What follows belongs to an exercise in optimizing a design on an open flow for small area and a short achievable clock period; a production flow would make more cautious choices.
In this exercise RTL edits were held to simulation tests only and were not proved equivalent to the original.
Power is estimated from default activity; no workload was simulated.

## fpadd_pipelined
module fpadd_pipelined (input clk,
                        input reset,
                        input [31:0] reg_A,
                        input [31:0] reg_B,
                        output [31:0] out);
Size in the first run: ~1400 cells after synthesis, roughly 140 flip-flops, roughly 98 I/O pins.
clock: 6.5 ns
lec_check: 0
abc_area: 1
cap_margin: 20
core_margin: 2
core_utilization: 40
place_density: 0.5
setup_slack_margin: 3.0
slew_margin: 20
tns_end_percent: 10
standard.sh (not shown) runs the stock make flow with config.mk's settings and CLKGATE_MAP_FILE= SYNTH_SCRIPT=/design/flow/synth_recipe.tcl, a recipe that flattens the netlist after the stock synthesis.
==> flow/flow/run.sh <==
#!/bin/bash
# Standard layout (standard.sh) with the smallest buffer on the ports and
# no CTS dummy loads.
bash standard.sh \
  "BUFFER_PORTS_ARGS=-buffer_cell sky130_fd_sc_hd__buf_1" \
  "CTS_ARGS=-sink_clustering_enable -repair_clock_nets -dont_use_dummy_load -buf_list {sky130_fd_sc_hd__clkbuf_4 sky130_fd_sc_hd__clkbuf_8}" \
  finish > standard.log 2>&1
Edit:
PLACE_DENSITY = unset   (was 0.5)
Result:
- critical path depth climbs by 20
- worst setup slack got worse by 0.047 ns
- total power drops by 1.2%
- cell area barely changes
- worst hold slack improved by 0.0094 ns
- flip-flop and latch count is unchanged
- die area does not change
- combinational power drops by about 2%
- sequential power stays flat
Edit:
GPL_ROUTABILITY_DRIVEN = 0   (was unset)
=> The changed run went through all stages and came out clean; wire length went down by 0.37%; worst hold slack improved by 0.0049 ns; critical path depth went down by 21; die area is unchanged; power is about the same; global-route usage shrinks by 0.11 points; count of clock-buffer cells in the layout stays the same; final cell count is unchanged; cell area is about the same; setup slack gets better by 0.024 ns.

* * *

Another version of the RTL of fpadd_pipelined (not shown whole).
Size in the first run: roughly 1,200 cells after synthesis, roughly 130 flip-flops, about 98 I/O pins, ~8700 um^2 of cells after synthesis.
## fpadd_pipelined
module fpadd_pipelined (input clk,
                        input reset,
                        input [31:0] reg_A,
                        input [31:0] reg_B,
                        output [31:0] out);
  localparam FINE = 3;
  wire [7:0] ea = reg_A[30:23];
  wire [7:0] eb = reg_B[30:23];
  wire [7:0] dab, dba;
  wire cab, cba;
  fp_add8 sub_ab(.a(ea), .b(~eb), .cin(1'b1), .s(dab), .cout(cab));
  fp_add8 sub_ba(.a(eb), .b(~ea), .cin(1'b1), .s(dba), .cout(cba));
  wire exp_eq = cab & cba;
  wire frac_ge, frac_eq;
  fp_cmp23 cmp_f(.a(reg_A[22:0]), .b(reg_B[22:0]), .ge(frac_ge), .eq(frac_eq));
  wire a_ge_b = exp_eq ? frac_ge : cab;
  wire [7:0] d = cab ? dab : dba;
  wire [4:0] s = d[4:0] | {5{|d[7:5]}};
  wire [22:0] fmn = a_ge_b ? reg_B[22:0] : reg_A[22:0];
  wire [23:0] m0 = {1'b1, fmn} >> {s[4:FINE], {FINE{1'b0}}};
  reg        s0_sign, s0_sub, s0_valid;
  reg [7:0]  s0_exp;
  reg [22:0] s0_fmx;
  reg [23:0] s0_m;
  reg [FINE-1:0] s0_shift;
  always @(posedge clk or posedge reset)
    if (reset) s0_valid <= 1'b0;
    else       s0_valid <= 1'b1;
  always @(posedge clk) begin
    s0_sign  <= a_ge_b ? reg_A[31] : reg_B[31];
    s0_sub   <= reg_A[31] ^ reg_B[31];
    s0_exp   <= a_ge_b ? ea : eb;
    s0_fmx   <= a_ge_b ? reg_A[22:0] : reg_B[22:0];
    s0_m     <= m0;
    s0_shift <= s[FINE-1:0];
  end
  wire [23:0] m = s0_m >> s0_shift;
  wire [24:0] t;
  wire t_cout;
  fp_add25 add_t(.a({2'b01, s0_fmx}), .b({s0_sub, m ^ {24{s0_sub}}}), .cin(s0_sub),
                 .s(t), .cout(t_cout));
  reg        s1_sign, s1_valid, s1_ezero;
  reg [7:0]  s1_exp1;
  reg [24:0] s1_t;
  always @(posedge clk or posedge reset)
    if (reset) s1_valid <= 1'b0;
    else       s1_valid <= s0_valid;
  always @(posedge clk) begin
    s1_sign  <= s0_sign;
    s1_exp1  <= s0_exp + 8'd1;
    s1_ezero <= ~|s0_exp;
    s1_t     <= t;
  end
  wire [23:0] coarse;
  wire        fine;
  wire [7:0]  nexp;
  fp_normalizer fp_normalizer(.mantissa_temp(s1_t),
                              .exp1(s1_exp1),
                              .coarse_mantissa(coarse),
                              .fine_shift(fine),
  ...
==> flow/config.mk <==
export PLATFORM = sky130hd
export DESIGN_NAME = fpadd_pipelined
export DESIGN_NICKNAME = fpadd_pipelined
export VERILOG_FILES = /design/flow/design.v
export SDC_FILE = /design/flow/constraint.sdc
export NUM_CORES = 4
export LEC_CHECK = 0
export ABC_AREA = 1
export CAP_MARGIN = 20
export CORE_MARGIN = 2
export CORE_UTILIZATION = 40
export SETUP_SLACK_MARGIN = 3.0
export SLEW_MARGIN = 20
==> flow/constraint.sdc <==
create_clock -name core_clock -period 6.5 [get_ports {clk}]
set_input_delay 1.3000 -clock core_clock [delete_from_list [all_inputs] [get_ports {clk}]]
set_output_delay 1.3000 -clock core_clock [all_outputs]
set_load 0.01 [all_outputs]
==> flow/flow/run.sh <==
#!/bin/bash
# Standard layout (standard.sh) with three changes: the synthesis uses
# flow/abc.script for ABC, the ports get the smallest buffer, and CTS adds
# no dummy loads.
export MY_ABC_SCRIPT=$PWD/flow/abc.script
bash standard.sh \
  SYNTH_SCRIPT=$PWD/flow/synth.tcl \
  "BUFFER_PORTS_ARGS=-buffer_cell sky130_fd_sc_hd__buf_1" \
  "CTS_ARGS=-sink_clustering_enable -repair_clock_nets -dont_use_dummy_load -buf_list {sky130_fd_sc_hd__clkbuf_4 sky130_fd_sc_hd__clkbuf_8}" \
  finish > standard.log 2>&1
==> flow/flow/abc.script <==
strash
dch -f
map -a
topo
stime -c
buffer -c
upsize -c
dnsize -c
==> flow/flow/synth.tcl <==
# synth_recipe.tcl (the standard synthesis) with ABC's script replaced by
# flow/abc.script; everything else, registers included, is unchanged.
proc synth {args} { yosys synth -nofsm -noshare {*}$args }
rename source _orig_source
proc source {args} {
  set r [uplevel 1 [list _orig_source {*}$args]]
  if {[string match *synth_preamble.tcl [lindex $args end]]} {
    set i [lsearch -exact $::abc_args -script]
    lset ::abc_args [expr {$i + 1}] $::env(MY_ABC_SCRIPT)
    puts "ABC script replaced: $::abc_args"
  }
  return $r
}
source $::env(SCRIPTS_DIR)/synth.tcl
rename source {}
rename _orig_source source
# left out here: clear keep_hierarchy, flatten, clean up, hide names made inside functions, write 1_2_yosys.v
The baseline produced a clean layout.
==> next run, changes <==
==> flow/flow/run.sh (replaced) <==
#!/bin/bash
# Standard layout (standard.sh) with the smallest buffer on the ports and
# no CTS dummy loads.
bash standard.sh \
  "BUFFER_PORTS_ARGS=-buffer_cell sky130_fd_sc_hd__buf_1" \
  "CTS_ARGS=-sink_clustering_enable -repair_clock_nets -dont_use_dummy_load -buf_list {sky130_fd_sc_hd__clkbuf_4 sky130_fd_sc_hd__clkbuf_8}" \
  finish > standard.log 2>&1
Settings changed: TNS_END_PERCENT set to 10.
removed: flow/flow/abc.script
removed: flow/flow/synth.tcl
Wire length went up by 0.54%.
Register-to-register slack gains 320 ps.
Clock skew went down by 8.8 ps.
Die area went up by 5.7%.
Cell area went down by 5.7%.
Count of clock-buffer cells in the layout does not change.
Setup slack gains 470 ps.
Final cell count went up by 2.6%.
Area after synthesis went up by 5.9%.
==> next run, changes <==
Settings changed: TNS_END_PERCENT 10 to not set.
The changed run went through all stages and came out clean.
Global-route usage is unchanged.
Flip-flop and latch count stays the same.
Final area goes up by 0.41%.
Via count is about the same.
Hold slack stays flat.
==> next run, changes <==
Settings changed: SETUP_SLACK_MARGIN 3.0 to 3.1, TNS_END_PERCENT set to 10.
=> Design area grows by 1.6%; combinational power grows by about 4%; utilization came out higher by 0.73 points; worst setup slack gains 13 ps; die area does not change; power rose by 1.9%; wire length fell by 1.3%; cell count increases by 0.59%; count of clock-buffer cells in the layout is unchanged; sequential power hardly moves; global-route usage came out lower by 0.22 points.
==> next run, changes <==
Settings changed: ABC_CLOCK_PERIOD_IN_PS set to 3000, SETUP_SLACK_MARGIN 3.1 to 3.0.
The new run finished clean.
Non-clock buffer count falls by 11.
Worst setup slack got worse by 7.3 ps.
Count of clock-buffer cells in the layout stays the same.
Via count hardly moves.
Register-to-register slack got worse by 60 ps.
Clock skew stays flat.
Critical path depth falls by 5.
First-iteration DRC count rises by 3.1%.
Clock power stays flat.

-- port drivers added, routing unchanged --
In the flow no input, the clock included, has a driving cell. The finished layouts below were timed again as built, in two steps. Step 1: set_driving_cell puts a clkbuf_16 on clk and a buf_2 on each other input, an assumption about the parent block. Step 2 adds t to the input delays and takes it off the output delays; t is the mean of the earliest and latest rising clock arrival at the registers after step 1. Input paths then give back, and output paths get back, about the clock's delay inside the block. a / b / c = ideal / step 1 / step 2; a / b = the first two.
run	t, ns	setup WS [ns]	hold WS [ns]
the first run of note 1	0.480	3.224 / 3.236 / 2.766	0.338 / 0.338 / 0.338
the second run of note 1	0.468	3.177 / 3.177 / 2.768	0.347 / 0.347 / 0.347
the third run of note 1	0.474	3.201 / 3.216 / 2.742	0.352 / 0.352 / 0.352
the first run of note 2	0.471	2.684 / 2.672 / 2.201	0.346 / 0.346 / 0.346
the second run of note 2	0.474	3.154 / 3.167 / 2.693	0.326 / 0.326 / 0.326
the third run of note 2	0.476	3.148 / 3.170 / 2.695	0.326 / 0.326 / 0.326
the fourth run of note 2	0.477	3.161 / 3.178 / 2.701	0.322 / 0.322 / 0.322
the fifth run of note 2	0.474	3.154 / 3.167 / 2.693	0.326 / 0.326 / 0.326
After both steps setup and hold are still met in every run listed. For the first run of note 2, which loses most, drivers alone change the setup slack by -0.012 ns; drivers and shift together by -0.483 ns.
